Source: an optimization exercise on an open RTL-to-GDS flow (aim: small area). Production flows keep margins and buffers that such runs may drop.
Function was checked by simulation only, so behaviour that the tests miss may differ from the original.
Power and IR drop assume default switching activity.

==> module pid_bank, before the edit <==
module pid_bank (
	input          clk,
	input          rst,
	input          sample,
	input  [7:0]   ch_reset,
	input  [7:0]   k1,
	input  [7:0]   k2,
	input  [7:0]   k3,
	input  [255:0] e_in,
	output [255:0] u_out
);
	reg [255:0] U, E, A, B;
	reg [6:0]   ph;
	reg         run, idl;          
	reg         rt;                
	reg         clr;               
	reg [7:0]   cres;              
	reg [23:0]  kT, kR;
	reg [10:0]  accb;              
	assign u_out = U;
	wire [23:0] k     = {k3, k2, k1};
	wire        bnd   = (ph == 7'd127);
	wire        tick  = sample & ~rst;
	wire [2:0]  ch    = ph[6:4];
	wire        first = (ph[3:0] == 4'd0);
	wire        rot   = run & ~rt;                 
	wire        crm   = rot & cres[ch];           
	wire        mz    = clr | crm;
	wire [1:0] xb = clr ? 2'b00 : (rt ? A[1:0] : E[1:0]);
	wire [1:0] x0 = mz  ? 2'b00 : (rt ? B[1:0] : A[1:0]);
	wire [1:0] x1 = mz  ? 2'b00 : (rt ? E[1:0] : B[1:0]);
	wire [1:0] tU = mz  ? 2'b00 : U[1:0];
	wire [8:0] d1 = {1'b0, kT[7:0]}   - {1'b0, kR[7:0]};
	wire [8:0] d2 = {1'b0, kR[15:8]}  - {1'b0, kT[15:8]};
	wire [8:0] d3 = {1'b0, kT[23:16]} - {1'b0, kR[23:16]};
	function [8:0] pp;
		input [8:0] d;
		input       x;
		pp = x ? {~d[8], d[7:0]} : 9'h100;
	endfunction
	wire [10:0] ab = first ? 11'd768 : accb;
	wire [12:0] sum = tU + ab
	                + pp(d1, xb[0]) + {pp(d1, xb[1]), 1'b0}
	                + pp(d2, x0[0]) + {pp(d2, x0[1]), 1'b0}
	                + pp(d3, x1[0]) + {pp(d3, x1[1]), 1'b0};
	wire        pend  = run & bnd;                  
	wire        clr_n = clr & ~pend;
	wire        rt_n  = ~tick & (rt | pend);
	wire        need  = (k != kT) | clr_n | ~rt_n;
	wire [1:0] E_in = clr ? 2'b00 : (rot ? B[1:0] & {2{~crm}} : E[1:0]);
	wire [1:0] A_in = clr ? 2'b00 : (rot ? E[1:0] : A[1:0]);
	wire [1:0] B_in = clr ? 2'b00 : (rot ? A[1:0] & {2{~crm}} : B[1:0]);
	always @(posedge clk) begin
		A <= {A_in, A[255:2]};
		B <= {B_in, B[255:2]};
		accb <= sum[12:2];
		U <= ({256{run}} & {sum[1:0], U[255:2]}) | ({256{idl}} & U);
		E <= ({256{tick}} & e_in) | ({256{run}} & {E_in, E[255:2]}) | ({256{~(tick|run)}} & E);
		if (bnd)
			kT <= k;
		if (tick)
			cres <= ch_reset;
		if (rst) begin
			ph  <= 7'd127;
			run <= 1'b0;
			idl <= 1'b1;
			rt  <= 1'b1;
			clr <= 1'b1;
		end else begin
			ph  <= ph + 7'd1;
			if (tick)
				kR <= 24'd0;
			else if (pend)
				kR <= kT;
			rt  <= rt_n;
			if (bnd) begin
				clr <= clr_n;
				run <= need;
				idl <= ~need;
			end
		end
	end
endmodule
clock: 20.0 ns
lec_check: 0
cap_margin: 20
core_margin: 2
core_utilization: 75
place_density: 0.85
slew_margin: 20
standard.sh (not shown) runs the stock make flow with config.mk's settings and CLKGATE_MAP_FILE= SYNTH_SCRIPT=/design/flow/synth_recipe.tcl, a recipe that flattens the netlist after the stock synthesis.
==> flow/flow/run.sh <==
#!/bin/bash
# Layout flow: the standard flow (standard.sh) with two changes:
#  - the ports are buffered with sky130_fd_sc_hd__buf_1 (buffer_ports
#    -buffer_cell) instead of the cell buffer_ports picks by itself; every
#    port still gets its own buffer;
#  - clock tree synthesis clusters up to 18 registers per leaf buffer.
# The full output of the flow goes to standard.log here.
set -euo pipefail
export BUFFER_PORTS_ARGS="-buffer_cell sky130_fd_sc_hd__buf_1"
export CTS_ARGS="-sink_clustering_enable -repair_clock_nets -buf_list sky130_fd_sc_hd__clkbuf_8 -sink_clustering_size 18 -sink_clustering_max_diameter 60 -sink_buffer_max_cap_derate 1.0"
bash standard.sh > standard.log 2>&1
The starting point passed the timing, design-rule and antenna checks.
==> next run, changes <==
--- a/flow/design.v
+++ b/flow/design.v
@@ -37,10 +37,10 @@
 		input [8:0] d;
 		input       x;
 		pp = x ? {~d[8], d[7:0]} : 9'h100;
 	endfunction
-	wire [10:0] ab = first ? 11'd768 : accb;
-	wire [12:0] sum = tU + ab
+	wire [10:0] ab = first ? 11'd1024 : accb;
+	wire [12:0] sum = tU + ab + 13'd768
 	                + pp(d1, xb[0]) + {pp(d1, xb[1]), 1'b0}
 	                + pp(d2, x0[0]) + {pp(d2, x0[1]), 1'b0}
 	                + pp(d3, x1[0]) + {pp(d3, x1[1]), 1'b0};
 	wire        pend  = run & bnd;                  
Outcome:
- The changed run finished clean
- clock power climbs by about 4%
- die area hardly moves
- flip-flop and latch count stays the same
- routed wire length climbs by 0.98%
- fmax climbs by 0.75%
- hold slack gets better by 0.0097 ns
- setup slack gets better by 0.049 ns
- clock-buffer cell count drops by 1
- via count climbs by 0.85%
- area after synthesis stays flat
- design area climbs by 0.37%

re-timing with driven ports:
Ports are ideal in the flow. The routed layouts listed here were re-timed in OpenROAD. Step 1 (the two cells are an assumption about what drives the block):
set clk [get_ports {clk}]
set_driving_cell -lib_cell sky130_fd_sc_hd__clkbuf_16 $clk
set_driving_cell -lib_cell sky130_fd_sc_hd__buf_2 [delete_from_list [all_inputs] $clk]
Step 2 adds t to the input delays and takes it off the output delays; t is the mean of the earliest and latest rising clock arrival at the registers after step 1. Input paths then give back, and output paths get back, about the clock's delay inside the block. a / b / c = ideal ports / drivers / drivers and shift; a / b = the first two.
run	t, ns	setup slack, ns	worst setup path after step 2	cell pins on the clock port's net
the first run	0.695	13.352 / 13.352 / 13.352	register to register	1
the second run	0.729	13.402 / 13.402 / 13.315	input to register	1
After both steps setup and hold are still met in every run listed. For the second run, which loses most, drivers alone change the setup slack by 0.000 ns; drivers and shift together by -0.087 ns.
